From an optimization exercise on the open Yosys and OpenROAD flow, aimed at small area; shortcuts taken in it are not production practice.
At most, simulation tests tie the RTL to the original design; equivalence was not proved.
The RTL of run 1 was laid out without a check of its function.

==> flow/design.v, too long to show whole: its modules and the start of the top module <==
// module mul: 2317 lines
// module bias_add: 320 lines
// module fa: 4 lines
// module ha: 4 lines
// module mac: 5628 lines
// module acc_add: 369 lines
// module mac_kern: 50 lines
// module bias_shifter: 41 lines
// module mux3n: 3 lines
// module act_shifter: 15 lines
// module bnorm_quant_act: 55 lines
// module conv_kern: 54 lines
module conv_kern(
    clk,
    rstn,
    is_last_layer,
    scale,
    bias,
    act_shift,
    bias_shift,
    is_conv3x3,
    vld_i,
    win,
    din,
    acc_o,
    vld_o
);
  // ...
==> flow/flow/run.sh <==
#!/bin/bash
# The standard layout (standard.sh), with every port buffered by a
# sky130_fd_sc_hd__buf_2 cell instead of the cell buffer_ports picks itself.
set -uo pipefail
bash standard.sh synth > synth.log 2>&1 || exit 1
BUFFER_PORTS_ARGS="-buffer_cell sky130_fd_sc_hd__buf_2" bash standard.sh finish > finish.log 2>&1
==> flow/standard.sh <==
#!/bin/bash
# synth_recipe.tcl (not shown) runs the flow's synth.tcl, then flattens the netlist and writes it again
# the make line also repeats each setting of config.mk as NAME=value (left out here)
make -C /OpenROAD-flow-scripts/flow DESIGN_CONFIG=/design/flow/config.mk WORK_HOME=/design/flow/orfs CLKGATE_MAP_FILE= SYNTH_SCRIPT=/design/flow/synth_recipe.tcl "${@:-finish}"
==> flow/config.mk <==
export PLATFORM = sky130hd
export DESIGN_NAME = conv_kern
export DESIGN_NICKNAME = conv_kern
export VERILOG_FILES = /design/flow/design.v
export SDC_FILE = /design/flow/constraint.sdc
export NUM_CORES = 4
export LEC_CHECK = 0
export CAP_MARGIN = 20
export CORE_MARGIN = 2
export CORE_UTILIZATION = 40
export GPL_TIMING_DRIVEN = 0
export SLEW_MARGIN = 20
export SYNTH_HIERARCHICAL = 1
==> flow/constraint.sdc <==
create_clock -name core_clock -period 8.0 [get_ports {clk}]
set_input_delay 1.6000 -clock core_clock [delete_from_list [all_inputs] [get_ports {clk}]]
set_output_delay 1.6000 -clock core_clock [all_outputs]
set_load 0.01 [all_outputs]
==> flow_metrics.tcl, run 1 <==
set metrics [dict create \
    dr.max_layer_used "met5" \
    gp_congestion 1.03 \
    ios 310 \
    inverters 151 \
    rr_startpoint "u_mac_kern.acc_o[1]" \
    hold_slack_ns 0.341 \
    dr_wl_met2_mm 78.9 \
    maxSlewViolCount 0 \
    antenna_cells 27 \
    synth_cell_type_count 80 \
    cp_num_cells 25 \
    firstDrtPassIters 12 \
    synthTopCellsByArea "fa_1 (63%), nand2_1 (10%), dfxtp_1 (5.2%)" \
    clockNetworkAreaShare_pct 1.17 \
    cts.sinks 130 \
    multi_input_area_share_pct 82.4 \
    multi_input_area_sq_um 41500 \
    cts_max_path_buffers 2 \
    tapCellCount 1524 \
    synth_fa_ha_area_share_pct 68.4 \
    die_w_um 345 \
    fin_cells 6002 \
    status "no timing/DRC/antenna violations" \
    use_met1_pct 39.8 \
    critPathRequiredTime_ns 8.41 \
    end_kind "register" \
    grt_max_degree 28 \
    n_sequential_cell 130 \
    numCtsBuffers 17 \
    postCtsHoldBufs 0 \
    crit_start "scale[1]" \
    fin_area_sq_um 50400 \
    final_cell_mix "fa_1 (1472), nand2_1 (1273), buf_2 (308)" \
    multi_input_gates 3593 \
    clkbuf_count 19 \
]
==> module mac_kern, before the edit <==
module mac_kern(
    input             clk,
    input             rstn,
    input             is_conv3x3,
    input             vld_i,
    input  [127:0]    win,
    input  [127:0]    din,
    output reg [24:0] acc_o,
    output reg        vld_o
);
reg [3:0] pix_idx;
wire first = ~is_conv3x3 | (pix_idx == 4'd0);
wire last  = ~is_conv3x3 | (pix_idx == 4'd8);
always @(posedge clk or negedge rstn)
    if (!rstn)
        pix_idx <= 4'd0;
    else if (vld_i & is_conv3x3)
        pix_idx <= (pix_idx == 4'd8) ? 4'd0 : pix_idx + 4'd1;
wire [24:0] dot_s, dot_c;
mac u_mac (
    .win (win),
    .din (din),
    .s   (dot_s),
    .c   (dot_c)
);
reg [24:0] dot_s_r, dot_c_r;
reg        first_r, last_r, vld_r;
always @(posedge clk) begin
    dot_s_r <= dot_s;
    dot_c_r <= dot_c;
    first_r <= first;
    last_r  <= last;
end
always @(posedge clk or negedge rstn)
    if (!rstn) vld_r <= 1'b0;
    else       vld_r <= vld_i;
wire [24:0] acc_next;
acc_add u_acc_add (
    .a   (acc_o),
    .s   (dot_s_r),
    .c   (dot_c_r),
    .clr (first_r),
    .y   (acc_next)
);
always @(posedge clk)
    acc_o <= acc_next;
always @(posedge clk or negedge rstn)
    if (!rstn) vld_o <= 1'b0;
    else       vld_o <= vld_r & last_r;
endmodule
==> module bias_shifter, before the edit <==
module bias_shifter(
    input  [35:0] d_in,
    input  [4:0]  n_shift,
    output [26:0] d_out
);
reg [2:0] a, b, c;
always @* begin
    case (n_shift)
        5'd6,  5'd9,  5'd12, 5'd15, 5'd18, 5'd21, 5'd24: c = 3'b010;
        5'd7,  5'd10, 5'd13, 5'd16, 5'd19, 5'd22, 5'd25: c = 3'b100;
        default:                                          c = 3'b001;
    endcase
    case (n_shift)
        5'd8,  5'd9,  5'd10, 5'd17, 5'd18, 5'd19:        b = 3'b010;
        5'd11, 5'd12, 5'd13, 5'd20, 5'd21, 5'd22:        b = 3'b100;
        default:                                          b = 3'b001;
    endcase
    if (n_shift >= 5'd23 && n_shift <= 5'd25)      a = 3'b100;
    else if (n_shift >= 5'd14 && n_shift <= 5'd22) a = 3'b010;
    else                                           a = 3'b001;
end
wire signed [35:0] d  = d_in;
wire [35:0]        d9  = d >>> 9;
wire [35:0]        d18 = d >>> 18;
wire [34:0] s1n;
wire [28:0] s2;
wire [26:0] s3n;
genvar i;
generate
    for (i = 0; i < 35; i = i + 1) begin : g_s1
        mux3n u_mux (.a(d[i]), .b(d9[i]), .c(d18[i]), .sa(a[0]), .sb(a[1]), .sc(a[2]), .y(s1n[i]));
    end
    for (i = 0; i < 29; i = i + 1) begin : g_s2
        mux3n u_mux (.a(s1n[i]), .b(s1n[i + 3]), .c(s1n[i + 6]), .sa(b[0]), .sb(b[1]), .sc(b[2]), .y(s2[i]));
    end
    for (i = 0; i < 27; i = i + 1) begin : g_s3
        mux3n u_mux (.a(s2[i]), .b(s2[i + 1]), .c(s2[i + 2]), .sa(c[0]), .sb(c[1]), .sc(c[2]), .y(s3n[i]));
    end
endgenerate
assign d_out = ~s3n;
endmodule
==> module bnorm_quant_act, before the edit <==
module bnorm_quant_act(
    input            clk,
    input            resetn,
    input            is_last_layer,
    input  [15:0]    scale,
    input  [15:0]    bias,
    input  [2:0]     act_shift,
    input  [4:0]     bias_shift,
    input  [24:0]    accum_in,
    input            accum_vld_in,
    output reg [7:0] accum_out,
    output reg       accum_vld_out
);
reg shift_ok;
always @(posedge clk)
    shift_ok <= (bias_shift >= 5'd5) && (bias_shift <= 5'd25);
wire [15:0] scale_m = scale & {16{shift_ok}};
wire [35:0] mult;
mul u_mul (
    .a (accum_in),
    .b (scale_m),
    .p (mult)
);
reg [35:0] mult_r;
reg        vld_r;
always @(posedge clk)
    mult_r <= mult;
always @(posedge clk or negedge resetn)
    if (!resetn) vld_r <= 1'b0;
    else         vld_r <= accum_vld_in;
wire [26:0] mult_shift;
bias_shifter u_bias_shift (
    .d_in    (mult_r),
    .n_shift (bias_shift),
    .d_out   (mult_shift)
);
wire [26:0] acc_mean;
bias_add u_bias_add (
    .a (mult_shift),
    .b (bias),
    .y (acc_mean)
);
wire [7:0]  act;
act_shifter u_act_shift (
    .d_in          (acc_mean),
    .n_shift       (act_shift),
    .is_last_layer (is_last_layer),
    .d_out         (act)
);
always @(posedge clk)
    accum_out <= act;
always @(posedge clk or negedge resetn)
    if (!resetn) accum_vld_out <= 1'b0;
    else         accum_vld_out <= vld_r;
endmodule
==> run 2: changes to the inputs <==
--- a/flow/design.v
+++ b/flow/design.v
@@ -1,12 +1,13 @@
 module mul (
     input  [24:0] a,
     input  [15:0] b,
-    output [35:0] p
+    output [40:0] s,
+    output [40:0] c
 );
 wire q0_0;
 wire q0_1;
 wire q0_2;
 wire q0_3;
 wire q0_4;
 wire q0_5;
 wire q0_6;
@@ -1888,757 +1889,18 @@
 fa u_m_705 (.a(m_553), .b(m_631), .c(m_630), .s(m_705), .co(m_706));
 fa u_m_707 (.a(m_557), .b(m_632), .c(m_633), .s(m_707), .co(m_708));
 fa u_m_709 (.a(m_558), .b(m_635), .c(m_634), .s(m_709), .co(m_710));
 fa u_m_711 (.a(m_562), .b(m_637), .c(m_636), .s(m_711), .co(m_712));
 fa u_m_713 (.a(m_566), .b(m_638), .c(m_639), .s(m_713), .co(m_714));
 fa u_m_715 (.a(m_570), .b(m_641), .c(m_640), .s(m_715), .co(m_716));
 fa u_m_717 (.a(m_572), .b(m_643), .c(m_642), .s(m_717), .co(m_718));
 fa u_m_719 (.a(q23_15), .b(q24_14), .c(m_644), .s(m_719), .co(m_720));
-wire mc_1;
-wire mc_2;
-wire mc_3;
-wire mc_4;
-wire mc_5;
-wire mc_6;
-wire mc_7;
-wire mc_8;
-wire mc_9;
-wire mc_10;
-wire mc_11;
-wire mc_12;
-wire mc_13;
-wire mc_14;
-wire mc_15;
-wire mc_16;
-wire mc_17;
-wire mc_18;
-wire mc_19;
-wire mc_20;
-wire mc_21;
-wire mc_22;
-wire mc_23;
-wire mc_24;
-wire mc_25;
-wire mc_26;
-wire mc_27;
-wire mc_28;
-wire mc_29;
-wire mc_30;
-wire mc_31;
-wire mc_32;
-wire mc_33;
-wire mc_34;
-wire mc_35;
-wire mc_36;
-wire mc_37;
-wire mc_38;
-wire mc_39;
-wire mc_40;
-wire mc_41;
-wire mc_42;
-wire mc_43;
-wire mc_44;
-wire mc_45;
-wire mc_46;
-wire mc_47;
-wire mc_48;
-wire mc_49;
-wire mc_50;
-wire mc_51;
-wire mc_52;
-wire mc_53;
-wire mc_54;
-wire mc_55;
-wire mc_56;
-wire mc_57;
-wire mc_58;
-wire mc_59;
-wire mc_60;
-wire mc_61;
-wire mc_62;
-wire mc_63;
-wire mc_64;
-wire mc_65;
-wire mc_66;
-wire mc_67;
-wire mc_68;
-wire mc_69;
-wire mc_70;
-wire mc_71;
-wire mc_72;
-wire mc_73;
-wire mc_74;
-wire mc_75;
-wire mc_76;
-wire mc_77;
-wire mc_78;
-wire mc_79;
-wire mc_80;
-wire mc_81;
-wire mc_82;
-wire mc_83;
-wire mc_84;
-wire mc_85;
-wire mc_86;
-wire mc_87;
-wire mc_88;
-wire mc_89;
-wire mc_90;
-wire mc_91;
-wire mc_92;
-wire mc_93;
-wire mc_94;
-wire mc_95;
-wire mc_96;
-wire mc_97;
-wire mc_98;
-wire mc_99;
-wire mc_100;
-wire mc_101;
-wire mc_102;
-wire mc_103;
-wire mc_104;
-wire mc_105;
-wire mc_106;
-wire mc_107;
-wire mc_108;
-wire mc_109;
-wire mc_110;
-wire mc_111;
-wire mc_112;
-wire mc_113;
-wire mc_114;
-wire mc_115;
-wire mc_116;
-wire mc_117;
-wire mc_118;
-wire mc_119;
-wire mc_120;
-wire mc_121;
-wire mc_122;
-wire mc_123;
-wire mc_124;
-wire mc_125;
-wire mc_126;
-wire mc_127;
-wire mc_128;
-wire mc_129;
-wire mc_130;
-wire mc_131;
-wire mc_132;
-wire mc_133;
-wire mc_134;
-wire mc_135;
-wire mc_136;
-wire mc_137;
-wire mc_138;
-wire mc_139;
-wire mc_140;
-wire mc_141;
-wire mc_142;
-wire mc_143;
-wire mc_144;
-wire mc_145;
-wire mc_146;
-wire mc_147;
-wire mc_148;
-wire mc_149;
-wire mc_150;
-wire mc_151;
-wire mc_152;
-wire mc_153;
-wire mc_154;
-wire mc_155;
-wire mc_156;
-wire mc_157;
-wire mc_158;
-wire mc_159;
-wire mc_160;
-wire mc_161;
-wire mc_162;
-wire mc_163;
-wire mc_164;
-wire mc_165;
-wire mc_166;
-wire mc_167;
-wire mc_168;
-wire mc_169;
-wire mc_170;
-wire mc_171;
-wire mc_172;
-wire mc_173;
-wire mc_174;
-wire mc_175;
-wire mc_176;
-wire mc_177;
-wire mc_178;
-wire mc_179;
-wire mc_180;
-wire mc_181;
-wire mc_182;
-wire mc_183;
-wire mc_184;
-wire mc_185;
-wire mc_186;
-wire mc_187;
-wire mc_188;
-wire mc_189;
-wire mc_190;
-wire mc_191;
-wire mc_192;
-wire mc_193;
-wire mc_194;
-wire mc_195;
-wire mc_196;
-wire mc_197;
-wire mc_198;
-wire mc_199;
-wire mc_200;
-wire mc_201;
-wire mc_202;
-wire mc_203;
-wire mc_204;
-wire mc_205;
-wire mc_206;
-wire mc_207;
-wire mc_208;
-wire mc_209;
-wire mc_210;
-wire mc_211;
-wire mc_212;
-wire mc_213;
-wire mc_214;
-wire mc_215;
-wire mc_216;
-wire mc_217;
-wire mc_218;
-wire mc_219;
-wire mc_220;
-wire mc_221;
-wire mc_222;
-wire mc_223;
-wire mc_224;
-wire mc_225;
-wire mc_226;
-wire mc_227;
-wire mc_228;
-wire mc_229;
-wire mc_230;
-ha u_mc_1 (.a(1), .b(q0_0), .s(mc_1), .co(mc_2));
-fa u_mc_3 (.a(q1_0), .b(m_645), .c(mc_2), .s(mc_3), .co(mc_4));
-fa u_mc_5 (.a(q0_1), .b(m_647), .c(mc_4), .s(mc_5), .co(mc_6));
-fa u_mc_7 (.a(m_648), .b(m_649), .c(mc_6), .s(mc_7), .co(mc_8));
-fa u_mc_9 (.a(m_650), .b(m_651), .c(mc_8), .s(mc_9), .co(mc_10));
-fa u_mc_11 (.a(m_652), .b(m_653), .c(mc_10), .s(mc_11), .co(mc_12));
-fa u_mc_13 (.a(m_654), .b(m_655), .c(mc_12), .s(mc_13), .co(mc_14));
-fa u_mc_15 (.a(m_656), .b(m_657), .c(mc_14), .s(mc_15), .co(mc_16));
-ha u_mc_17 (.a(m_658), .b(m_659), .s(mc_17), .co(mc_18));
-ha u_mc_19 (.a(m_660), .b(m_661), .s(mc_19), .co(mc_20));
-ha u_mc_21 (.a(m_662), .b(m_663), .s(mc_21), .co(mc_22));
-ha u_mc_23 (.a(m_664), .b(m_665), .s(mc_23), .co(mc_24));
-ha u_mc_25 (.a(m_666), .b(m_667), .s(mc_25), .co(mc_26));
-ha u_mc_27 (.a(m_668), .b(m_669), .s(mc_27), .co(mc_28));
-ha u_mc_29 (.a(m_670), .b(m_671), .s(mc_29), .co(mc_30));
-ha u_mc_31 (.a(m_672), .b(m_673), .s(mc_31), .co(mc_32));
-ha u_mc_33 (.a(m_674), .b(m_675), .s(mc_33), .co(mc_34));
-ha u_mc_35 (.a(m_676), .b(m_677), .s(mc_35), .co(mc_36));
-ha u_mc_37 (.a(m_678), .b(m_679), .s(mc_37), .co(mc_38));
-ha u_mc_39 (.a(m_680), .b(m_681), .s(mc_39), .co(mc_40));
-ha u_mc_41 (.a(m_682), .b(m_683), .s(mc_41), .co(mc_42));
-ha u_mc_43 (.a(m_684), .b(m_685), .s(mc_43), .co(mc_44));
-ha u_mc_45 (.a(m_686), .b(m_687), .s(mc_45), .co(mc_46));
-ha u_mc_47 (.a(m_688), .b(m_689), .s(mc_47), .co(mc_48));
-ha u_mc_49 (.a(m_690), .b(m_691), .s(mc_49), .co(mc_50));
-ha u_mc_51 (.a(m_692), .b(m_693), .s(mc_51), .co(mc_52));
-ha u_mc_53 (.a(m_694), .b(m_695), .s(mc_53), .co(mc_54));
-ha u_mc_55 (.a(m_696), .b(m_697), .s(mc_55), .co(mc_56));
-ha u_mc_57 (.a(m_699), .b(m_698), .s(mc_57), .co(mc_58));
-ha u_mc_59 (.a(m_701), .b(m_700), .s(mc_59), .co(mc_60));
-ha u_mc_61 (.a(m_703), .b(m_702), .s(mc_61), .co(mc_62));
-ha u_mc_63 (.a(m_705), .b(m_704), .s(mc_63), .co(mc_64));
-ha u_mc_65 (.a(m_706), .b(m_707), .s(mc_65), .co(mc_66));
-ha u_mc_67 (.a(m_709), .b(m_708), .s(mc_67), .co(mc_68));
-ha u_mc_69 (.a(m_711), .b(m_710), .s(mc_69), .co(mc_70));
-ha u_mc_71 (.a(m_713), .b(m_712), .s(mc_71), .co(mc_72));
-ha u_mc_73 (.a(m_715), .b(m_714), .s(mc_73), .co(mc_74));
-ha u_mc_75 (.a(m_717), .b(m_716), .s(mc_75), .co(mc_76));
-ha u_mc_77 (.a(m_719), .b(m_718), .s(mc_77), .co(mc_78));
-ha u_mc_79 (.a(q24_15), .b(m_720), .s(mc_79), .co(mc_80));
-assign mc_81 = mc_18 | (mc_17 & mc_16);
-assign mc_82 = mc_20 | (mc_19 & mc_81);
-assign mc_83 = mc_19 & mc_17;
-assign mc_84 = mc_24 | (mc_23 & mc_22);
-assign mc_85 = mc_23 & mc_21;
-assign mc_86 = mc_28 | (mc_27 & mc_26);
-assign mc_87 = mc_27 & mc_25;
-assign mc_88 = mc_32 | (mc_31 & mc_30);
-assign mc_89 = mc_31 & mc_29;
-assign mc_90 = mc_36 | (mc_35 & mc_34);
-assign mc_91 = mc_35 & mc_33;
-assign mc_92 = mc_40 | (mc_39 & mc_38);
-assign mc_93 = mc_39 & mc_37;
-assign mc_94 = mc_44 | (mc_43 & mc_42);
-assign mc_95 = mc_43 & mc_41;
-assign mc_96 = mc_48 | (mc_47 & mc_46);
-assign mc_97 = mc_47 & mc_45;
-assign mc_98 = mc_52 | (mc_51 & mc_50);
-assign mc_99 = mc_51 & mc_49;
-assign mc_100 = mc_56 | (mc_55 & mc_54);
-assign mc_101 = mc_55 & mc_53;
-assign mc_102 = mc_60 | (mc_59 & mc_58);
-assign mc_103 = mc_59 & mc_57;
-assign mc_104 = mc_64 | (mc_63 & mc_62);
-assign mc_105 = mc_63 & mc_61;
-assign mc_106 = mc_68 | (mc_67 & mc_66);
-assign mc_107 = mc_67 & mc_65;
-assign mc_108 = mc_72 | (mc_71 & mc_70);
-assign mc_109 = mc_71 & mc_69;
-assign mc_110 = mc_76 | (mc_75 & mc_74);
-assign mc_111 = mc_75 & mc_73;
-assign mc_112 = mc_80 | (mc_79 & mc_78);
-assign mc_113 = mc_79 & mc_77;
-assign mc_114 = mc_84 | (mc_85 & mc_82);
-assign mc_115 = mc_85 & mc_83;
-assign mc_116 = mc_88 | (mc_89 & mc_86);
-assign mc_117 = mc_89 & mc_87;
-assign mc_118 = mc_92 | (mc_93 & mc_90);
-assign mc_119 = mc_93 & mc_91;
-assign mc_120 = mc_96 | (mc_97 & mc_94);
-assign mc_121 = mc_97 & mc_95;
-assign mc_122 = mc_100 | (mc_101 & mc_98);
-assign mc_123 = mc_101 & mc_99;
-assign mc_124 = mc_104 | (mc_105 & mc_102);
-assign mc_125 = mc_105 & mc_103;
-assign mc_126 = mc_108 | (mc_109 & mc_106);
-assign mc_127 = mc_109 & mc_107;
-assign mc_128 = mc_112 | (mc_113 & mc_110);
-assign mc_129 = mc_113 & mc_111;
-assign mc_130 = mc_116 | (mc_117 & mc_114);
-assign mc_131 = mc_117 & mc_115;
-assign mc_132 = mc_120 | (mc_121 & mc_118);
-assign mc_133 = mc_121 & mc_119;
-assign mc_134 = mc_124 | (mc_125 & mc_122);
-assign mc_135 = mc_125 & mc_123;
-assign mc_136 = mc_128 | (mc_129 & mc_126);
-assign mc_137 = mc_129 & mc_127;
-assign mc_138 = mc_132 | (mc_133 & mc_130);
-assign mc_139 = mc_133 & mc_131;
-assign mc_140 = mc_136 | (mc_137 & mc_134);
-assign mc_141 = mc_137 & mc_135;
-assign mc_142 = mc_140 | (mc_141 & mc_138);
-assign mc_143 = mc_141 & mc_139;
-assign mc_144 = mc_134 | (mc_135 & mc_138);
-assign mc_145 = mc_135 & mc_139;
-assign mc_146 = mc_118 | (mc_119 & mc_130);
-assign mc_147 = mc_119 & mc_131;
-assign mc_148 = mc_122 | (mc_123 & mc_138);
-assign mc_149 = mc_123 & mc_139;
-assign mc_150 = mc_126 | (mc_127 & mc_144);
-assign mc_151 = mc_127 & mc_145;
-assign mc_152 = mc_86 | (mc_87 & mc_114);
-assign mc_153 = mc_87 & mc_115;
-assign mc_154 = mc_90 | (mc_91 & mc_130);
-assign mc_155 = mc_91 & mc_131;
-assign mc_156 = mc_94 | (mc_95 & mc_146);
-assign mc_157 = mc_95 & mc_147;
-assign mc_158 = mc_98 | (mc_99 & mc_138);
-assign mc_159 = mc_99 & mc_139;
-assign mc_160 = mc_102 | (mc_103 & mc_148);
-assign mc_161 = mc_103 & mc_149;
-assign mc_162 = mc_106 | (mc_107 & mc_144);
-assign mc_163 = mc_107 & mc_145;
-assign mc_164 = mc_110 | (mc_111 & mc_150);
-assign mc_165 = mc_111 & mc_151;
-assign mc_166 = mc_22 | (mc_21 & mc_82);
-assign mc_167 = mc_21 & mc_83;
-assign mc_168 = mc_26 | (mc_25 & mc_114);
-assign mc_169 = mc_25 & mc_115;
-assign mc_170 = mc_30 | (mc_29 & mc_152);
-assign mc_171 = mc_29 & mc_153;
-assign mc_172 = mc_34 | (mc_33 & mc_130);
-assign mc_173 = mc_33 & mc_131;
-assign mc_174 = mc_38 | (mc_37 & mc_154);
-assign mc_175 = mc_37 & mc_155;
-assign mc_176 = mc_42 | (mc_41 & mc_146);
-assign mc_177 = mc_41 & mc_147;
-assign mc_178 = mc_46 | (mc_45 & mc_156);
-assign mc_179 = mc_45 & mc_157;
-assign mc_180 = mc_50 | (mc_49 & mc_138);
-assign mc_181 = mc_49 & mc_139;
-assign mc_182 = mc_54 | (mc_53 & mc_158);
-assign mc_183 = mc_53 & mc_159;
-assign mc_184 = mc_58 | (mc_57 & mc_148);
-assign mc_185 = mc_57 & mc_149;
-assign mc_186 = mc_62 | (mc_61 & mc_160);
-assign mc_187 = mc_61 & mc_161;
-assign mc_188 = mc_66 | (mc_65 & mc_144);
-assign mc_189 = mc_65 & mc_145;
-assign mc_190 = mc_70 | (mc_69 & mc_162);
-assign mc_191 = mc_69 & mc_163;
-assign mc_192 = mc_74 | (mc_73 & mc_150);
-assign mc_193 = mc_73 & mc_151;
-assign mc_194 = mc_78 | (mc_77 & mc_164);
-assign mc_195 = mc_77 & mc_165;
-assign mc_196 = 1 & mc_142;
-assign mc_197 = 1 & mc_143;
-assign mc_198 = mc_17 ^ mc_16;
-assign mc_199 = mc_19 ^ mc_81;
-assign mc_200 = mc_21 ^ mc_82;
-assign mc_201 = mc_23 ^ mc_166;
-assign mc_202 = mc_25 ^ mc_114;
-assign mc_203 = mc_27 ^ mc_168;
-assign mc_204 = mc_29 ^ mc_152;
-assign mc_205 = mc_31 ^ mc_170;
-assign mc_206 = mc_33 ^ mc_130;
-assign mc_207 = mc_35 ^ mc_172;
-assign mc_208 = mc_37 ^ mc_154;
-assign mc_209 = mc_39 ^ mc_174;
-assign mc_210 = mc_41 ^ mc_146;
-assign mc_211 = mc_43 ^ mc_176;
-assign mc_212 = mc_45 ^ mc_156;
-assign mc_213 = mc_47 ^ mc_178;
-assign mc_214 = mc_49 ^ mc_138;
-assign mc_215 = mc_51 ^ mc_180;
-assign mc_216 = mc_53 ^ mc_158;
-assign mc_217 = mc_55 ^ mc_182;
-assign mc_218 = mc_57 ^ mc_148;
-assign mc_219 = mc_59 ^ mc_184;
-assign mc_220 = mc_61 ^ mc_160;
-assign mc_221 = mc_63 ^ mc_186;
-assign mc_222 = mc_65 ^ mc_144;
-assign mc_223 = mc_67 ^ mc_188;
-assign mc_224 = mc_69 ^ mc_162;
-assign mc_225 = mc_71 ^ mc_190;
-assign mc_226 = mc_73 ^ mc_150;
-assign mc_227 = mc_75 ^ mc_192;
-assign mc_228 = mc_77 ^ mc_164;
-assign mc_229 = mc_79 ^ mc_194;
-assign mc_230 = 1 ^ mc_142;
-assign p = {mc_230, mc_229, mc_228, mc_227, mc_226, mc_225, mc_224, mc_223, mc_222, mc_221, mc_220, mc_219, mc_218, mc_217, mc_216, mc_215, mc_214, mc_213, mc_212, mc_211, mc_210, mc_209, mc_208, mc_207, mc_206, mc_205, mc_204, mc_203, mc_202, mc_201, mc_200, mc_199, mc_198, mc_15, mc_13, mc_11};
-endmodule
-module bias_add (
-    input  [26:0] a,
-    input  [15:0] b,
-    output [26:0] y
-);
-wire ba_1;
-wire ba_2;
-wire ba_3;
-wire ba_4;
-wire ba_5;
-wire ba_6;
-wire ba_7;
-wire ba_8;
-wire ba_9;
-wire ba_10;
-wire ba_11;
-wire ba_12;
-wire ba_13;
-wire ba_14;
-wire ba_15;
-wire ba_16;
-wire ba_17;
-wire ba_18;
-wire ba_19;
-wire ba_20;
-wire ba_21;
-wire ba_22;
-wire ba_23;
-wire ba_24;
-wire ba_25;
-wire ba_26;
-wire ba_27;
-wire ba_28;
-wire ba_29;
-wire ba_30;
-wire ba_31;
-wire ba_32;
-wire ba_33;
-wire ba_34;
-wire ba_35;
-wire ba_36;
-wire ba_37;
-wire ba_38;
-wire ba_39;
-wire ba_40;
-wire ba_41;
-wire ba_42;
-wire ba_43;
-wire ba_44;
-wire ba_45;
-wire ba_46;
-wire ba_47;
-wire ba_48;
-wire ba_49;
-wire ba_50;
-wire ba_51;
-wire ba_52;
-wire ba_53;
-wire ba_54;
-wire ba_55;
-wire ba_56;
-wire ba_57;
-wire ba_58;
-wire ba_59;
-wire ba_60;
-wire ba_61;
-wire ba_62;
-wire ba_63;
-wire ba_64;
-wire ba_65;
-wire ba_66;
-wire ba_67;
-wire ba_68;
-wire ba_69;
-wire ba_70;
-wire ba_71;
-wire ba_72;
-wire ba_73;
-wire ba_74;
-wire ba_75;
-wire ba_76;
-wire ba_77;
-wire ba_78;
-wire ba_79;
-wire ba_80;
-wire ba_81;
-wire ba_82;
-wire ba_83;
-wire ba_84;
-wire ba_85;
-wire ba_86;
-wire ba_87;
-wire ba_88;
-wire ba_89;
-wire ba_90;
-wire ba_91;
-wire ba_92;
-wire ba_93;
-wire ba_94;
-wire ba_95;
-wire ba_96;
-wire ba_97;
-wire ba_98;
-wire ba_99;
-wire ba_100;
-wire ba_101;
-wire ba_102;
-wire ba_103;
-wire ba_104;
-wire ba_105;
-wire ba_106;
-wire ba_107;
-wire ba_108;
-wire ba_109;
-wire ba_110;
-wire ba_111;
-wire ba_112;
-wire ba_113;
-wire ba_114;
-wire ba_115;
-wire ba_116;
-wire ba_117;
-wire ba_118;
-wire ba_119;
-wire ba_120;
-wire ba_121;
-wire ba_122;
-wire ba_123;
-wire ba_124;
-wire ba_125;
-wire ba_126;
-wire ba_127;
-wire ba_128;
-wire ba_129;
-wire ba_130;
-wire ba_131;
-wire ba_132;
-wire ba_133;
-wire ba_134;
-wire ba_135;
-wire ba_136;
-wire ba_137;
-wire ba_138;
-wire ba_139;
-wire ba_140;
-wire ba_141;
-wire ba_142;
-wire ba_143;
-wire ba_144;
-wire ba_145;
-wire ba_146;
-wire ba_147;
-wire ba_148;
-wire ba_149;
-wire ba_150;
-wire ba_151;
-wire ba_152;
-wire ba_153;
-wire ba_154;
-wire ba_155;
-wire ba_156;
-wire ba_157;
-wire ba_158;
-wire ba_159;
-wire ba_160;
-wire ba_161;
-wire ba_162;
-wire ba_163;
-wire ba_164;
-wire ba_165;
-wire ba_166;
-wire ba_167;
-wire ba_168;
-wire ba_169;
-wire ba_170;
-ha u_ba_1 (.a(a[0]), .b(b[0]), .s(ba_1), .co(ba_2));
-ha u_ba_3 (.a(a[1]), .b(b[1]), .s(ba_3), .co(ba_4));
-ha u_ba_5 (.a(a[2]), .b(b[2]), .s(ba_5), .co(ba_6));
-ha u_ba_7 (.a(a[3]), .b(b[3]), .s(ba_7), .co(ba_8));
-ha u_ba_9 (.a(a[4]), .b(b[4]), .s(ba_9), .co(ba_10));
-ha u_ba_11 (.a(a[5]), .b(b[5]), .s(ba_11), .co(ba_12));
-ha u_ba_13 (.a(a[6]), .b(b[6]), .s(ba_13), .co(ba_14));
-ha u_ba_15 (.a(a[7]), .b(b[7]), .s(ba_15), .co(ba_16));
-ha u_ba_17 (.a(a[8]), .b(b[8]), .s(ba_17), .co(ba_18));
-ha u_ba_19 (.a(a[9]), .b(b[9]), .s(ba_19), .co(ba_20));
-ha u_ba_21 (.a(a[10]), .b(b[10]), .s(ba_21), .co(ba_22));
-ha u_ba_23 (.a(a[11]), .b(b[11]), .s(ba_23), .co(ba_24));
-ha u_ba_25 (.a(a[12]), .b(b[12]), .s(ba_25), .co(ba_26));
-ha u_ba_27 (.a(a[13]), .b(b[13]), .s(ba_27), .co(ba_28));
-ha u_ba_29 (.a(a[14]), .b(b[14]), .s(ba_29), .co(ba_30));
-ha u_ba_31 (.a(a[15]), .b(b[15]), .s(ba_31), .co(ba_32));
-ha u_ba_33 (.a(a[16]), .b(b[15]), .s(ba_33), .co(ba_34));
-ha u_ba_35 (.a(a[17]), .b(b[15]), .s(ba_35), .co(ba_36));
-ha u_ba_37 (.a(a[18]), .b(b[15]), .s(ba_37), .co(ba_38));
-ha u_ba_39 (.a(a[19]), .b(b[15]), .s(ba_39), .co(ba_40));
-ha u_ba_41 (.a(a[20]), .b(b[15]), .s(ba_41), .co(ba_42));
-ha u_ba_43 (.a(a[21]), .b(b[15]), .s(ba_43), .co(ba_44));
-ha u_ba_45 (.a(a[22]), .b(b[15]), .s(ba_45), .co(ba_46));
-ha u_ba_47 (.a(a[23]), .b(b[15]), .s(ba_47), .co(ba_48));
-ha u_ba_49 (.a(a[24]), .b(b[15]), .s(ba_49), .co(ba_50));
-ha u_ba_51 (.a(a[25]), .b(b[15]), .s(ba_51), .co(ba_52));
-ha u_ba_53 (.a(a[26]), .b(b[15]), .s(ba_53), .co(ba_54));
-assign ba_55 = ba_4 | (ba_3 & ba_2);
-assign ba_56 = ba_3 & ba_1;
-assign ba_57 = ba_8 | (ba_7 & ba_6);
-assign ba_58 = ba_7 & ba_5;
-assign ba_59 = ba_12 | (ba_11 & ba_10);
-assign ba_60 = ba_11 & ba_9;
-assign ba_61 = ba_16 | (ba_15 & ba_14);
-assign ba_62 = ba_15 & ba_13;
-assign ba_63 = ba_20 | (ba_19 & ba_18);
-assign ba_64 = ba_19 & ba_17;
-assign ba_65 = ba_24 | (ba_23 & ba_22);
-assign ba_66 = ba_23 & ba_21;
-assign ba_67 = ba_28 | (ba_27 & ba_26);
-assign ba_68 = ba_27 & ba_25;
-assign ba_69 = ba_32 | (ba_31 & ba_30);
-assign ba_70 = ba_31 & ba_29;
-assign ba_71 = ba_36 | (ba_35 & ba_34);
-assign ba_72 = ba_35 & ba_33;
-assign ba_73 = ba_40 | (ba_39 & ba_38);
-assign ba_74 = ba_39 & ba_37;
-assign ba_75 = ba_44 | (ba_43 & ba_42);
-assign ba_76 = ba_43 & ba_41;
-assign ba_77 = ba_48 | (ba_47 & ba_46);
-assign ba_78 = ba_47 & ba_45;
-assign ba_79 = ba_52 | (ba_51 & ba_50);
-assign ba_80 = ba_51 & ba_49;
-assign ba_81 = ba_57 | (ba_58 & ba_55);
-assign ba_82 = ba_58 & ba_56;
-assign ba_83 = ba_61 | (ba_62 & ba_59);
-assign ba_84 = ba_62 & ba_60;
-assign ba_85 = ba_65 | (ba_66 & ba_63);
-assign ba_86 = ba_66 & ba_64;
-assign ba_87 = ba_69 | (ba_70 & ba_67);
-assign ba_88 = ba_70 & ba_68;
-assign ba_89 = ba_73 | (ba_74 & ba_71);
-assign ba_90 = ba_74 & ba_72;
-assign ba_91 = ba_77 | (ba_78 & ba_75);
-assign ba_92 = ba_78 & ba_76;
-assign ba_93 = ba_83 | (ba_84 & ba_81);
-assign ba_94 = ba_84 & ba_82;
-assign ba_95 = ba_87 | (ba_88 & ba_85);
-assign ba_96 = ba_88 & ba_86;
-assign ba_97 = ba_91 | (ba_92 & ba_89);
-assign ba_98 = ba_92 & ba_90;
-assign ba_99 = ba_95 | (ba_96 & ba_93);
-assign ba_100 = ba_96 & ba_94;
-assign ba_101 = ba_97 | (ba_98 & ba_99);
-assign ba_102 = ba_98 & ba_100;
-assign ba_103 = ba_85 | (ba_86 & ba_93);
-assign ba_104 = ba_86 & ba_94;
-assign ba_105 = ba_89 | (ba_90 & ba_99);
-assign ba_106 = ba_90 & ba_100;
-assign ba_107 = ba_59 | (ba_60 & ba_81);
-assign ba_108 = ba_60 & ba_82;
-assign ba_109 = ba_63 | (ba_64 & ba_93);
-assign ba_110 = ba_64 & ba_94;
-assign ba_111 = ba_67 | (ba_68 & ba_103);
-assign ba_112 = ba_68 & ba_104;
-assign ba_113 = ba_71 | (ba_72 & ba_99);
-assign ba_114 = ba_72 & ba_100;
-assign ba_115 = ba_75 | (ba_76 & ba_105);
-assign ba_116 = ba_76 & ba_106;
-assign ba_117 = ba_79 | (ba_80 & ba_101);
-assign ba_118 = ba_80 & ba_102;
-assign ba_119 = ba_6 | (ba_5 & ba_55);
-assign ba_120 = ba_5 & ba_56;
-assign ba_121 = ba_10 | (ba_9 & ba_81);
-assign ba_122 = ba_9 & ba_82;
-assign ba_123 = ba_14 | (ba_13 & ba_107);
-assign ba_124 = ba_13 & ba_108;
-assign ba_125 = ba_18 | (ba_17 & ba_93);
-assign ba_126 = ba_17 & ba_94;
-assign ba_127 = ba_22 | (ba_21 & ba_109);
-assign ba_128 = ba_21 & ba_110;
-assign ba_129 = ba_26 | (ba_25 & ba_103);
-assign ba_130 = ba_25 & ba_104;
-assign ba_131 = ba_30 | (ba_29 & ba_111);
-assign ba_132 = ba_29 & ba_112;
-assign ba_133 = ba_34 | (ba_33 & ba_99);
-assign ba_134 = ba_33 & ba_100;
-assign ba_135 = ba_38 | (ba_37 & ba_113);
-assign ba_136 = ba_37 & ba_114;
-assign ba_137 = ba_42 | (ba_41 & ba_105);
-assign ba_138 = ba_41 & ba_106;
-assign ba_139 = ba_46 | (ba_45 & ba_115);
-assign ba_140 = ba_45 & ba_116;
-assign ba_141 = ba_50 | (ba_49 & ba_101);
-assign ba_142 = ba_49 & ba_102;
-assign ba_143 = ba_54 | (ba_53 & ba_117);
-assign ba_144 = ba_53 & ba_118;
-assign ba_145 = ba_3 ^ ba_2;
-assign ba_146 = ba_5 ^ ba_55;
-assign ba_147 = ba_7 ^ ba_119;
-assign ba_148 = ba_9 ^ ba_81;
-assign ba_149 = ba_11 ^ ba_121;
-assign ba_150 = ba_13 ^ ba_107;
-assign ba_151 = ba_15 ^ ba_123;
-assign ba_152 = ba_17 ^ ba_93;
-assign ba_153 = ba_19 ^ ba_125;
-assign ba_154 = ba_21 ^ ba_109;
-assign ba_155 = ba_23 ^ ba_127;
-assign ba_156 = ba_25 ^ ba_103;
-assign ba_157 = ba_27 ^ ba_129;
-assign ba_158 = ba_29 ^ ba_111;
-assign ba_159 = ba_31 ^ ba_131;
-assign ba_160 = ba_33 ^ ba_99;
-assign ba_161 = ba_35 ^ ba_133;
-assign ba_162 = ba_37 ^ ba_113;
-assign ba_163 = ba_39 ^ ba_135;
-assign ba_164 = ba_41 ^ ba_105;
-assign ba_165 = ba_43 ^ ba_137;
-assign ba_166 = ba_45 ^ ba_115;
-assign ba_167 = ba_47 ^ ba_139;
-assign ba_168 = ba_49 ^ ba_101;
-assign ba_169 = ba_51 ^ ba_141;
-assign ba_170 = ba_53 ^ ba_117;
-assign y = {ba_170, ba_169, ba_168, ba_167, ba_166, ba_165, ba_164, ba_163, ba_162, ba_161, ba_160, ba_159, ba_158, ba_157, ba_156, ba_155, ba_154, ba_153, ba_152, ba_151, ba_150, ba_149, ba_148, ba_147, ba_146, ba_145, ba_1};
+assign s = {1'b1, q24_15, m_719, m_717, m_715, m_713, m_711, m_709, m_706, m_705, m_703, m_701, m_699, m_696, m_694, m_692, m_690, m_688, m_686, m_684, m_682, m_680, m_678, m_676, m_674, m_672, m_670, m_668, m_666, m_664, m_662, m_660, m_658, m_656, m_654, m_652, m_650, m_648, q0_1, q1_0, 1'b1};
+assign c = {1'b0, m_720, m_718, m_716, m_714, m_712, m_710, m_708, m_707, m_704, m_702, m_700, m_698, m_697, m_695, m_693, m_691, m_689, m_687, m_685, m_683, m_681, m_679, m_677, m_675, m_673, m_671, m_669, m_667, m_665, m_663, m_661, m_659, m_657, m_655, m_653, m_651, m_649, m_647, m_645, q0_0};
 endmodule
 module fa (input a, input b, input c, output s, output co);
 assign s  = a ^ b ^ c;
 assign co = (a & b) | (c & (a ^ b));
 endmodule
 module ha (input a, input b, output s, output co);
 assign s  = a ^ b;
 assign co = a & b;
@@ -8266,385 +7528,16 @@
 fa u_d_2153 (.a(d_2074), .b(d_2116), .c(d_2117), .s(d_2153), .co(d_2154));
 fa u_d_2155 (.a(d_2078), .b(d_2119), .c(d_2118), .s(d_2155), .co(d_2156));
 fa u_d_2157 (.a(d_2082), .b(d_2121), .c(d_2120), .s(d_2157), .co(d_2158));
 fa u_d_2159 (.a(d_2086), .b(d_2123), .c(d_2122), .s(d_2159), .co(d_2160));
 fa u_d_2161 (.a(d_2125), .b(d_2090), .c(d_2124), .s(d_2161), .co(d_2162));
 assign s = {1'b1, 1'b1, 1'b1, 1'b1, 1'b1, d_2126, d_2161, d_2159, d_2157, d_2155, d_2152, d_2151, d_2148, d_2146, d_2144, d_2142, d_2140, d_2138, d_2136, d_2134, d_2132, d_2130, d_2128, d_2091, xn0_0};
 assign c = {1'b0, 1'b0, 1'b0, 1'b0, 1'b0, d_2162, d_2160, d_2158, d_2156, d_2154, d_2153, d_2150, d_2149, d_2147, d_2145, d_2143, d_2141, d_2139, d_2137, d_2135, d_2133, d_2131, d_2129, d_2127, xn1_0};
 endmodule
-module acc_add (
-    input  [24:0] a,
-    input  [24:0] s,
-    input  [24:0] c,
-    input         clr,
-    output [24:0] y
-);
-wire ac_1;
-wire ac_2;
-wire ac_3;
-wire ac_4;
-wire ac_5;
-wire ac_6;
-wire ac_7;
-wire ac_8;
-wire ac_9;
-wire ac_10;
-wire ac_11;
-wire ac_12;
-wire ac_13;
-wire ac_14;
-wire ac_15;
-wire ac_16;
-wire ac_17;
-wire ac_18;
-wire ac_19;
-wire ac_20;
-wire ac_21;
-wire ac_22;
-wire ac_23;
-wire ac_24;
-wire ac_25;
-wire ac_26;
-wire ac_27;
-wire ac_28;
-wire ac_29;
-wire ac_30;
-wire ac_31;
-wire ac_32;
-wire ac_33;
-wire ac_34;
-wire ac_35;
-wire ac_36;
-wire ac_37;
-wire ac_38;
-wire ac_39;
-wire ac_40;
-wire ac_41;
-wire ac_42;
-wire ac_43;
-wire ac_44;
-wire ac_45;
-wire ac_46;
-wire ac_47;
-wire ac_48;
-wire ac_49;
-wire ac_50;
-wire ac_51;
-wire ac_52;
-wire ac_53;
-wire ac_54;
-wire ac_55;
-wire ac_56;
-wire ac_57;
-wire ac_58;
-wire ac_59;
-wire ac_60;
-wire ac_61;
-wire ac_62;
-wire ac_63;
-wire ac_64;
-wire ac_65;
-wire ac_66;
-wire ac_67;
-wire ac_68;
-wire ac_69;
-wire ac_70;
-wire ac_71;
-wire ac_72;
-wire ac_73;
-wire ac_74;
-wire ac_75;
-wire ac_76;
-wire ac_77;
-wire ac_78;
-wire ac_79;
-wire ac_80;
-wire ac_81;
-wire ac_82;
-wire ac_83;
-wire ac_84;
-wire ac_85;
-wire ac_86;
-wire ac_87;
-wire ac_88;
-wire ac_89;
-wire ac_90;
-wire ac_91;
-wire ac_92;
-wire ac_93;
-wire ac_94;
-wire ac_95;
-wire ac_96;
-wire ac_97;
-wire ac_98;
-wire ac_99;
-wire ac_100;
-wire ac_101;
-wire ac_102;
-wire ac_103;
-wire ac_104;
-wire ac_105;
-wire ac_106;
-wire ac_107;
-wire ac_108;
-wire ac_109;
-wire ac_110;
-wire ac_111;
-wire ac_112;
-wire ac_113;
-wire ac_114;
-wire ac_115;
-wire ac_116;
-wire ac_117;
-wire ac_118;
-wire ac_119;
-wire ac_120;
-wire ac_121;
-wire ac_122;
-wire ac_123;
-wire ac_124;
-wire ac_125;
-wire ac_126;
-wire ac_127;
-wire ac_128;
-wire ac_129;
-wire ac_130;
-wire ac_131;
-wire ac_132;
-wire ac_133;
-wire ac_134;
-wire ac_135;
-wire ac_136;
-wire ac_137;
-wire ac_138;
-wire ac_139;
-wire ac_140;
-wire ac_141;
-wire ac_142;
-wire ac_143;
-wire ac_144;
-wire ac_145;
-wire ac_146;
-wire ac_147;
-wire ac_148;
-wire ac_149;
-wire ac_150;
-wire ac_151;
-wire ac_152;
-wire ac_153;
-wire ac_154;
-wire ac_155;
-wire ac_156;
-wire ac_157;
-wire ac_158;
-wire ac_159;
-wire ac_160;
-wire ac_161;
-wire ac_162;
-wire ac_163;
-wire ac_164;
-wire ac_165;
-wire ac_166;
-wire ac_167;
-wire ac_168;
-wire ac_169;
-wire ac_170;
-wire ac_171;
-wire ac_172;
-wire ac_173;
-wire ac_174;
-wire ac_175;
-wire ac_176;
-wire ac_177;
-wire ac_178;
-wire ac_179;
-wire ac_180;
-wire ac_181;
-wire ac_182;
-wire ac_183;
-wire ac_184;
-wire ac_185;
-wire ac_186;
-wire ac_187;
-wire ac_188;
-wire ac_189;
-wire ac_190;
-wire ac_191;
-wire ac_192;
-wire ac_193;
-wire ac_194;
-wire ac_195;
-wire ac_196;
-wire ac_197;
-wire ac_198;
-wire ac_199;
-wire ac_200;
-wire ac_201;
-wire ac_202;
-wire ac_203;
-wire ac_204;
-wire [24:0] am = a & {25{~clr}};
-fa u_ac_1 (.a(am[0]), .b(s[0]), .c(c[0]), .s(ac_1), .co(ac_2));
-fa u_ac_3 (.a(am[1]), .b(s[1]), .c(c[1]), .s(ac_3), .co(ac_4));
-fa u_ac_5 (.a(am[2]), .b(s[2]), .c(c[2]), .s(ac_5), .co(ac_6));
-fa u_ac_7 (.a(am[3]), .b(s[3]), .c(c[3]), .s(ac_7), .co(ac_8));
-fa u_ac_9 (.a(am[4]), .b(s[4]), .c(c[4]), .s(ac_9), .co(ac_10));
-fa u_ac_11 (.a(am[5]), .b(s[5]), .c(c[5]), .s(ac_11), .co(ac_12));
-fa u_ac_13 (.a(am[6]), .b(s[6]), .c(c[6]), .s(ac_13), .co(ac_14));
-fa u_ac_15 (.a(am[7]), .b(s[7]), .c(c[7]), .s(ac_15), .co(ac_16));
-fa u_ac_17 (.a(am[8]), .b(s[8]), .c(c[8]), .s(ac_17), .co(ac_18));
-fa u_ac_19 (.a(am[9]), .b(s[9]), .c(c[9]), .s(ac_19), .co(ac_20));
-fa u_ac_21 (.a(am[10]), .b(s[10]), .c(c[10]), .s(ac_21), .co(ac_22));
-fa u_ac_23 (.a(am[11]), .b(s[11]), .c(c[11]), .s(ac_23), .co(ac_24));
-fa u_ac_25 (.a(am[12]), .b(s[12]), .c(c[12]), .s(ac_25), .co(ac_26));
-fa u_ac_27 (.a(am[13]), .b(s[13]), .c(c[13]), .s(ac_27), .co(ac_28));
-fa u_ac_29 (.a(am[14]), .b(s[14]), .c(c[14]), .s(ac_29), .co(ac_30));
-fa u_ac_31 (.a(am[15]), .b(s[15]), .c(c[15]), .s(ac_31), .co(ac_32));
-fa u_ac_33 (.a(am[16]), .b(s[16]), .c(c[16]), .s(ac_33), .co(ac_34));
-fa u_ac_35 (.a(am[17]), .b(s[17]), .c(c[17]), .s(ac_35), .co(ac_36));
-fa u_ac_37 (.a(am[18]), .b(s[18]), .c(c[18]), .s(ac_37), .co(ac_38));
-fa u_ac_39 (.a(am[19]), .b(s[19]), .c(c[19]), .s(ac_39), .co(ac_40));
-fa u_ac_41 (.a(am[20]), .b(s[20]), .c(c[20]), .s(ac_41), .co(ac_42));
-fa u_ac_43 (.a(am[21]), .b(s[21]), .c(c[21]), .s(ac_43), .co(ac_44));
-fa u_ac_45 (.a(am[22]), .b(s[22]), .c(c[22]), .s(ac_45), .co(ac_46));
-fa u_ac_47 (.a(am[23]), .b(s[23]), .c(c[23]), .s(ac_47), .co(ac_48));
-fa u_ac_49 (.a(am[24]), .b(s[24]), .c(c[24]), .s(ac_49), .co(ac_50));
-ha u_ac_51 (.a(ac_3), .b(ac_2), .s(ac_51), .co(ac_52));
-ha u_ac_53 (.a(ac_5), .b(ac_4), .s(ac_53), .co(ac_54));
-ha u_ac_55 (.a(ac_7), .b(ac_6), .s(ac_55), .co(ac_56));
-ha u_ac_57 (.a(ac_9), .b(ac_8), .s(ac_57), .co(ac_58));
-ha u_ac_59 (.a(ac_11), .b(ac_10), .s(ac_59), .co(ac_60));
-ha u_ac_61 (.a(ac_13), .b(ac_12), .s(ac_61), .co(ac_62));
-ha u_ac_63 (.a(ac_15), .b(ac_14), .s(ac_63), .co(ac_64));
-ha u_ac_65 (.a(ac_17), .b(ac_16), .s(ac_65), .co(ac_66));
-ha u_ac_67 (.a(ac_19), .b(ac_18), .s(ac_67), .co(ac_68));
-ha u_ac_69 (.a(ac_21), .b(ac_20), .s(ac_69), .co(ac_70));
-ha u_ac_71 (.a(ac_23), .b(ac_22), .s(ac_71), .co(ac_72));
-ha u_ac_73 (.a(ac_25), .b(ac_24), .s(ac_73), .co(ac_74));
-ha u_ac_75 (.a(ac_27), .b(ac_26), .s(ac_75), .co(ac_76));
-ha u_ac_77 (.a(ac_29), .b(ac_28), .s(ac_77), .co(ac_78));
-ha u_ac_79 (.a(ac_31), .b(ac_30), .s(ac_79), .co(ac_80));
-ha u_ac_81 (.a(ac_33), .b(ac_32), .s(ac_81), .co(ac_82));
-ha u_ac_83 (.a(ac_35), .b(ac_34), .s(ac_83), .co(ac_84));
-ha u_ac_85 (.a(ac_37), .b(ac_36), .s(ac_85), .co(ac_86));
-ha u_ac_87 (.a(ac_39), .b(ac_38), .s(ac_87), .co(ac_88));
-ha u_ac_89 (.a(ac_41), .b(ac_40), .s(ac_89), .co(ac_90));
-ha u_ac_91 (.a(ac_43), .b(ac_42), .s(ac_91), .co(ac_92));
-ha u_ac_93 (.a(ac_45), .b(ac_44), .s(ac_93), .co(ac_94));
-ha u_ac_95 (.a(ac_47), .b(ac_46), .s(ac_95), .co(ac_96));
-ha u_ac_97 (.a(ac_49), .b(ac_48), .s(ac_97), .co(ac_98));
-assign ac_99 = ac_51 & ac_1;
-assign ac_100 = ac_56 | (ac_55 & ac_54);
-assign ac_101 = ac_55 & ac_53;
-assign ac_102 = ac_60 | (ac_59 & ac_58);
-assign ac_103 = ac_59 & ac_57;
-assign ac_104 = ac_64 | (ac_63 & ac_62);
-assign ac_105 = ac_63 & ac_61;
-assign ac_106 = ac_68 | (ac_67 & ac_66);
-assign ac_107 = ac_67 & ac_65;
-assign ac_108 = ac_72 | (ac_71 & ac_70);
-assign ac_109 = ac_71 & ac_69;
-assign ac_110 = ac_76 | (ac_75 & ac_74);
-assign ac_111 = ac_75 & ac_73;
-assign ac_112 = ac_80 | (ac_79 & ac_78);
-assign ac_113 = ac_79 & ac_77;
-assign ac_114 = ac_84 | (ac_83 & ac_82);
-assign ac_115 = ac_83 & ac_81;
-assign ac_116 = ac_88 | (ac_87 & ac_86);
-assign ac_117 = ac_87 & ac_85;
-assign ac_118 = ac_92 | (ac_91 & ac_90);
-assign ac_119 = ac_91 & ac_89;
-assign ac_120 = ac_96 | (ac_95 & ac_94);
-assign ac_121 = ac_95 & ac_93;
-assign ac_122 = ac_100 | (ac_101 & ac_52);
-assign ac_123 = ac_101 & ac_99;
-assign ac_124 = ac_104 | (ac_105 & ac_102);
-assign ac_125 = ac_105 & ac_103;
-assign ac_126 = ac_108 | (ac_109 & ac_106);
-assign ac_127 = ac_109 & ac_107;
-assign ac_128 = ac_112 | (ac_113 & ac_110);
-assign ac_129 = ac_113 & ac_111;
-assign ac_130 = ac_116 | (ac_117 & ac_114);
-assign ac_131 = ac_117 & ac_115;
-assign ac_132 = ac_120 | (ac_121 & ac_118);
-assign ac_133 = ac_121 & ac_119;
-assign ac_134 = ac_124 | (ac_125 & ac_122);
-assign ac_135 = ac_125 & ac_123;
-assign ac_136 = ac_128 | (ac_129 & ac_126);
-assign ac_137 = ac_129 & ac_127;
-assign ac_138 = ac_132 | (ac_133 & ac_130);
-assign ac_139 = ac_133 & ac_131;
-assign ac_140 = ac_136 | (ac_137 & ac_134);
-assign ac_141 = ac_137 & ac_135;
-assign ac_142 = ac_138 | (ac_139 & ac_140);
-assign ac_143 = ac_139 & ac_141;
-assign ac_144 = ac_126 | (ac_127 & ac_134);
-assign ac_145 = ac_127 & ac_135;
-assign ac_146 = ac_130 | (ac_131 & ac_140);
-assign ac_147 = ac_131 & ac_141;
-assign ac_148 = ac_102 | (ac_103 & ac_122);
-assign ac_149 = ac_103 & ac_123;
-assign ac_150 = ac_106 | (ac_107 & ac_134);
-assign ac_151 = ac_107 & ac_135;
-assign ac_152 = ac_110 | (ac_111 & ac_144);
-assign ac_153 = ac_111 & ac_145;
-assign ac_154 = ac_114 | (ac_115 & ac_140);
-assign ac_155 = ac_115 & ac_141;
-assign ac_156 = ac_118 | (ac_119 & ac_146);
-assign ac_157 = ac_119 & ac_147;
-assign ac_158 = ac_54 | (ac_53 & ac_52);
-assign ac_159 = ac_53 & ac_99;
-assign ac_160 = ac_58 | (ac_57 & ac_122);
-assign ac_161 = ac_57 & ac_123;
-assign ac_162 = ac_62 | (ac_61 & ac_148);
-assign ac_163 = ac_61 & ac_149;
-assign ac_164 = ac_66 | (ac_65 & ac_134);
-assign ac_165 = ac_65 & ac_135;
-assign ac_166 = ac_70 | (ac_69 & ac_150);
-assign ac_167 = ac_69 & ac_151;
-assign ac_168 = ac_74 | (ac_73 & ac_144);
-assign ac_169 = ac_73 & ac_145;
-assign ac_170 = ac_78 | (ac_77 & ac_152);
-assign ac_171 = ac_77 & ac_153;
-assign ac_172 = ac_82 | (ac_81 & ac_140);
-assign ac_173 = ac_81 & ac_141;
-assign ac_174 = ac_86 | (ac_85 & ac_154);
-assign ac_175 = ac_85 & ac_155;
-assign ac_176 = ac_90 | (ac_89 & ac_146);
-assign ac_177 = ac_89 & ac_147;
-assign ac_178 = ac_94 | (ac_93 & ac_156);
-assign ac_179 = ac_93 & ac_157;
-assign ac_180 = ac_98 | (ac_97 & ac_142);
-assign ac_181 = ac_97 & ac_143;
-assign ac_182 = ac_53 ^ ac_52;
-assign ac_183 = ac_55 ^ ac_158;
-assign ac_184 = ac_57 ^ ac_122;
-assign ac_185 = ac_59 ^ ac_160;
-assign ac_186 = ac_61 ^ ac_148;
-assign ac_187 = ac_63 ^ ac_162;
-assign ac_188 = ac_65 ^ ac_134;
-assign ac_189 = ac_67 ^ ac_164;
-assign ac_190 = ac_69 ^ ac_150;
-assign ac_191 = ac_71 ^ ac_166;
-assign ac_192 = ac_73 ^ ac_144;
-assign ac_193 = ac_75 ^ ac_168;
-assign ac_194 = ac_77 ^ ac_152;
-assign ac_195 = ac_79 ^ ac_170;
-assign ac_196 = ac_81 ^ ac_140;
-assign ac_197 = ac_83 ^ ac_172;
-assign ac_198 = ac_85 ^ ac_154;
-assign ac_199 = ac_87 ^ ac_174;
-assign ac_200 = ac_89 ^ ac_146;
-assign ac_201 = ac_91 ^ ac_176;
-assign ac_202 = ac_93 ^ ac_156;
-assign ac_203 = ac_95 ^ ac_178;
-assign ac_204 = ac_97 ^ ac_142;
-assign y = {ac_204, ac_203, ac_202, ac_201, ac_200, ac_199, ac_198, ac_197, ac_196, ac_195, ac_194, ac_193, ac_192, ac_191, ac_190, ac_189, ac_188, ac_187, ac_186, ac_185, ac_184, ac_183, ac_182, ac_51, ac_1};
-endmodule
 module mac_kern(
     input             clk,
     input             rstn,
     input             is_conv3x3,
     input             vld_i,
     input  [127:0]    win,
     input  [127:0]    din,
     output reg [24:0] acc_o,
@@ -8671,73 +7564,35 @@
     dot_s_r <= dot_s;
     dot_c_r <= dot_c;
     first_r <= first;
     last_r  <= last;
 end
 always @(posedge clk or negedge rstn)
     if (!rstn) vld_r <= 1'b0;
     else       vld_r <= vld_i;
-wire [24:0] acc_next;
-acc_add u_acc_add (
-    .a   (acc_o),
-    .s   (dot_s_r),
-    .c   (dot_c_r),
-    .clr (first_r),
-    .y   (acc_next)
-);
 always @(posedge clk)
-    acc_o <= acc_next;
+    acc_o <= (first_r ? 25'd0 : acc_o) + dot_s_r + dot_c_r;
 always @(posedge clk or negedge rstn)
     if (!rstn) vld_o <= 1'b0;
     else       vld_o <= vld_r & last_r;
 endmodule
 module bias_shifter(
     input  [35:0] d_in,
     input  [4:0]  n_shift,
     output [26:0] d_out
 );
-reg [2:0] a, b, c;
-always @* begin
-    case (n_shift)
-        5'd6,  5'd9,  5'd12, 5'd15, 5'd18, 5'd21, 5'd24: c = 3'b010;
-        5'd7,  5'd10, 5'd13, 5'd16, 5'd19, 5'd22, 5'd25: c = 3'b100;
-        default:                                          c = 3'b001;
-    endcase
-    case (n_shift)
-        5'd8,  5'd9,  5'd10, 5'd17, 5'd18, 5'd19:        b = 3'b010;
-        5'd11, 5'd12, 5'd13, 5'd20, 5'd21, 5'd22:        b = 3'b100;
-        default:                                          b = 3'b001;
-    endcase
-    if (n_shift >= 5'd23 && n_shift <= 5'd25)      a = 3'b100;
-    else if (n_shift >= 5'd14 && n_shift <= 5'd22) a = 3'b010;
-    else                                           a = 3'b001;
-end
-wire signed [35:0] d  = d_in;
-wire [35:0]        d9  = d >>> 9;
-wire [35:0]        d18 = d >>> 18;
-wire [34:0] s1n;
-wire [28:0] s2;
-wire [26:0] s3n;
-genvar i;
-generate
-    for (i = 0; i < 35; i = i + 1) begin : g_s1
-        mux3n u_mux (.a(d[i]), .b(d9[i]), .c(d18[i]), .sa(a[0]), .sb(a[1]), .sc(a[2]), .y(s1n[i]));
-    end
-    for (i = 0; i < 29; i = i + 1) begin : g_s2
-        mux3n u_mux (.a(s1n[i]), .b(s1n[i + 3]), .c(s1n[i + 6]), .sa(b[0]), .sb(b[1]), .sc(b[2]), .y(s2[i]));
-    end
-    for (i = 0; i < 27; i = i + 1) begin : g_s3
-        mux3n u_mux (.a(s2[i]), .b(s2[i + 1]), .c(s2[i + 2]), .sa(c[0]), .sb(c[1]), .sc(c[2]), .y(s3n[i]));
-    end
-endgenerate
-assign d_out = ~s3n;
-endmodule
-module mux3n (input a, input b, input c, input sa, input sb, input sc, output y);
-assign y = ~((sa & a) | (sb & b) | (sc & c));
+wire [4:0]         sh  = n_shift - 5'd5;
+wire signed [35:0] d5  = d_in;
+wire [35:0]        a16 = d5 >>> 16;
+wire [35:0]        a8  = d5 >>> 8;
+wire [33:0] s1 = sh[4] ? a16[33:0] : (sh[3] ? a8[33:0] : d5[33:0]);
+wire [29:0] s2 = sh[2] ? s1[33:4] : s1[29:0];
+wire [27:0] s3 = sh[1] ? s2[29:2] : s2[27:0];
+assign d_out   = sh[0] ? s3[27:1] : s3[26:0];
 endmodule
 module act_shifter(
     input  [26:0] d_in,
     input  [2:0]  n_shift,
     input         is_last_layer,
     output [7:0]  d_out
 );
 wire [10:0] s1 = n_shift[2] ? d_in[14:4] : d_in[10:0];
@@ -8761,41 +7616,38 @@
     input            accum_vld_in,
     output reg [7:0] accum_out,
     output reg       accum_vld_out
 );
 reg shift_ok;
 always @(posedge clk)
     shift_ok <= (bias_shift >= 5'd5) && (bias_shift <= 5'd25);
 wire [15:0] scale_m = scale & {16{shift_ok}};
-wire [35:0] mult;
+wire [40:0] mult_s, mult_c;
 mul u_mul (
     .a (accum_in),
     .b (scale_m),
-    .p (mult)
+    .s (mult_s),
+    .c (mult_c)
 );
+wire [40:0] mult = mult_s + mult_c;
 reg [35:0] mult_r;
 reg        vld_r;
 always @(posedge clk)
-    mult_r <= mult;
+    mult_r <= mult[40:5];
 always @(posedge clk or negedge resetn)
     if (!resetn) vld_r <= 1'b0;
     else         vld_r <= accum_vld_in;
 wire [26:0] mult_shift;
 bias_shifter u_bias_shift (
     .d_in    (mult_r),
     .n_shift (bias_shift),
     .d_out   (mult_shift)
 );
-wire [26:0] acc_mean;
-bias_add u_bias_add (
-    .a (mult_shift),
-    .b (bias),
-    .y (acc_mean)
-);
+wire [26:0] acc_mean = mult_shift + {{11{bias[15]}}, bias};
 wire [7:0]  act;
 act_shifter u_act_shift (
     .d_in          (acc_mean),
     .n_shift       (act_shift),
     .is_last_layer (is_last_layer),
     .d_out         (act)
 );
 always @(posedge clk)
==> flow/run.sh (new file) <==
#!/bin/bash
# synth_recipe.tcl (not shown) runs the flow's synth.tcl, then flattens the netlist and writes it again
# the make line also repeats each setting of config.mk as NAME=value (left out here)
make -C /OpenROAD-flow-scripts/flow DESIGN_CONFIG=/design/flow/config.mk WORK_HOME=/design/flow/orfs CLKGATE_MAP_FILE= SYNTH_SCRIPT=/design/flow/synth_recipe.tcl finish
==> flow/config.mk (replaced) <==
export PLATFORM = sky130hd
export DESIGN_NAME = conv_kern
export DESIGN_NICKNAME = conv_kern
export VERILOG_FILES = /design/flow/design.v
export SDC_FILE = /design/flow/constraint.sdc
export NUM_CORES = 4
export LEC_CHECK = 0
export CAP_MARGIN = 20
export CORE_MARGIN = 2
export CORE_UTILIZATION = 40
export SLEW_MARGIN = 20
export SYNTH_HIERARCHICAL = 1
removed: flow/flow/run.sh
removed: flow/standard.sh
==> flow_metrics.tcl, run 2 <==
set metrics [dict create \
    dr.max_layer_used "met5" \
    placedCellCount 6572 \
    vias 37900 \
    firstDrtPassIters 7 \
    synth_top_flop_cell "dfxtp_1" \
    vias_per_cell 5.74 \
    synth_top_cell_by_area "fa_1" \
    min_period_over_period_pct 95.5 \
    drv_cap 0 \
    setup_violations 0 \
    critPathRequiredTime_ns 8.36 \
    wl_per_cell_um 30.5 \
    grtUsageTotal_pct 32.7 \
    ios 310 \
    met1_length_mm 83.1 \
    cts_max_path_buffers 2 \
    cts_resized 0 \
    gp_congestion 1.06 \
    coreArea_sq_um 121000 \
    synth_cells 4551 \
    clock_skew_ns 0.0111 \
    synthTopCellsByArea "fa_1 (60%), nand2_1 (10%), dfxtp_1 (5.0%)" \
    synth_edf_count 0 \
    first_global_vias 41200 \
    syn_to_final_growth_pct 15.0 \
    io_buffers 309 \
    max_stage_delay_ns 0.73 \
    synth_top_area_share_pct 60.2 \
    arrival_ns 8.00 \
    numCtsBuffers 17 \
    startpoint_type "input port" \
    hold_class "register to register" \
    cpMostUsedCell "fa_1" \
    grt_pass1_wl_mm 289 \
    cts.sinks 130 \
    clkTransAtPathRegs_ns 0.07 \
    post_cts_buffers 0 \
    relSlewSlack_pct 33.8 \
    dp_hpwl_mm 178 \
    hold_viol 0 \
    fin_cells 6612 \
    hold_slack_ns 0.363 \
    largest_reg_flops 36 \
    cpMaxStageDelayCell "clkdlybuf4s50_1" \
    grt_max_degree 30 \
    drt_wl_total_mm 202 \
    maxSlewViolCount 0 \
    yosysWarnings 8 \
    die_h_um 353 \
    clock_latency_ns 0.48 \
    cts_root_buf "clkbuf_16" \
    cts_tree "done" \
    drc_errors 0 \
    dr_wl_met3_mm 24.8 \
    layout_min_cycle_time_ns 7.64 \
    yosysMostFrequentCell "fa_1" \
    cp_cell_sequence "clkdlybuf4s50_1 > nand2_1 > fa_1 > fa_1 > fa_1 > fa_1 > fa_1 > fa_1 > fa_1 > fa_1 > fa_1 > fa_1 > fa_1" \
    drt_first_iter_violations 4593 \
    synth-async-reset-ratio_pct 6.15 \
    multi_input_area_sq_um 43200 \
    syn_avg_cell_area_sq_um 10.7 \
    status "no timing/DRC/antenna violations" \
    fmax_mhz 131 \
    yosysSeqAreaShare_pct 5.42 \
    fin_nets 6882 \
    rsz0062_at_grt "no" \
    synth_commonest_cells "fa_1 (1466), nand2_1 (1308), and2_1 (214)" \
    htreeDepth 4 \
    nFillCells 11500 \
    die_w_um 353 \
    layout_commonest_cell "fa_1" \
    drive_above_1_share_pct 11.1 \
    syn_area_sq_um 48800 \
    start_util_pct 40.2 \
    rows 128 \
    end_kind "register" \
    dr_wl_met2_mm 87.6 \
    dieArea_sq_um 125000 \
    fin_setup_tns_ns 0 \
    regMostFlops "u_bnorm_quant_act.mult_r" \
    ys_ff_latch 130 \
    worst_pin_slew_ns 0.992 \
    antenna_found_initial 14 \
    postCtsHoldBufs 0 \
    critPathKind "input port to register" \
    utilization_pct 46.2 \
    crit_fanout 5 \
    final_cell_mix "fa_1 (1466), nand2_1 (1308), buf_4 (410)" \
    seq_area_sq_um 2640 \
    synth_cell_type_count 98 \
    grt.overflow.total 0 \
    postRouteAntennaNets 0 \
]
## run 2: path summary, 6_finish.rpt
check                                            from  cells after the start  slack (ns)                              end
max in group asynchronous                        rstn                      1        6.32          u_bnorm_quant_act.vld_r
max                                            win[9]                     13        0.36           u_mac_kern.dot_c_r[12]
min in group asynchronous                        rstn                      1        1.40            u_mac_kern.pix_idx[0]
min reg2reg                   u_bnorm_quant_act.vld_r                      0        0.36  u_bnorm_quant_act.accum_vld_out
min                           u_bnorm_quant_act.vld_r                      0        0.36  u_bnorm_quant_act.accum_vld_out
max reg2reg                u_bnorm_quant_act.shift_ok                     18        1.50     u_bnorm_quant_act.mult_r[34]
## run 2: worst max-delay path: cells and delay by family
| family | cells | cell delay, ns |
|---|---|---|
| adders and majority gates | 11 | 5.51 |
| buffers and inverters | 1 | 0.73 |
| and+or+nand+nor | 1 | 0.15 |
## run 2: stage by stage
step	worst slack, ns	area, sq um
floorplan	0.809	48800
global placement	0.000293	55500
detailed placement	-0.0669	55500
CTS	0.458	56100
global route	0.166	56100
finish	0.359	56100
## run 2: cell type report
class	count	share of cell area (%)
Multi-Input combinational cell	3917	77.0
Timing Repair Buffer	764	12.6
Sequential cell	130	4.71
Tap cell	1625	3.62
Inverter	136	0.910
Clock buffer	17	0.758
Clock inverter	14	0.317
Antenna cell	9	0.0402
## run 2: Yosys stat by module, one instance, submodules excluded, excerpt
| module | times used | cells |
|---|---|---|
| bnorm_quant_act | 1 | 500 |
| mul | 1 | 605 |
| act_shifter | 1 | 56 |
| fa | 1440 | 1 |
| mac | 1 | 1273 |
| bias_shifter | 1 | 304 |
| mac_kern | 1 | 333 |
| ha | 40 | 1 |
## run 2: per-layer routing
layer | vias up | GRT usage [%]
met5 | - | 0
met4 | 8 | 8.86
met3 | 289 | 10.5
met2 | 2531 | 48.0
met1 | 20100 | 46.5
li1 | 15000 | -
## run 2: cells by family after synthesis
kind of cell,count (synthesis),share of synthesized area (%)
adders and majority gates,1615,64.0
AOI/OAI and AO/OA,389,5.61
and+or+nand+nor,1731,15.2
other,4,0.0308
buffers and inverters,513,6.12
xor gates and xnor gates,83,1.52
muxes,86,2.15
DFF,130,5.42

## afterwards: timing with drivers on the ports
The results above use ideal ports. As a check the final layouts listed here were re-extracted and re-timed, cells and wires unchanged.
Step 1 sets driving cells, clkbuf_16 on the clock port and buf_2 on the other inputs (assumed; they add their load-dependent delay and slew).
Step 2 times the ports against the registers' clock, not the clock port: input delays grow and output delays shrink by t, the midpoint of the rising clock arrivals with the driver on.
a / b / c = ideal ports / drivers / drivers and shift; a / b = the first two.
| run | t (ns) | setup WS [ns] | latest minus earliest clock arrival (ns) |
|---|---|---|---|
| run 1 | 0.530 | 0.278 / 0.304 / -0.226 | 0.020 / 0.019 |
| run 2 | 0.538 | 0.359 / 0.395 / -0.142 | 0.012 / 0.011 |
With both steps, setup timing fails in run 1 and run 2, where it was met with ideal ports. For run 1, which loses most, drivers alone change the setup slack by +0.026 ns; drivers and shift together by -0.504 ns.
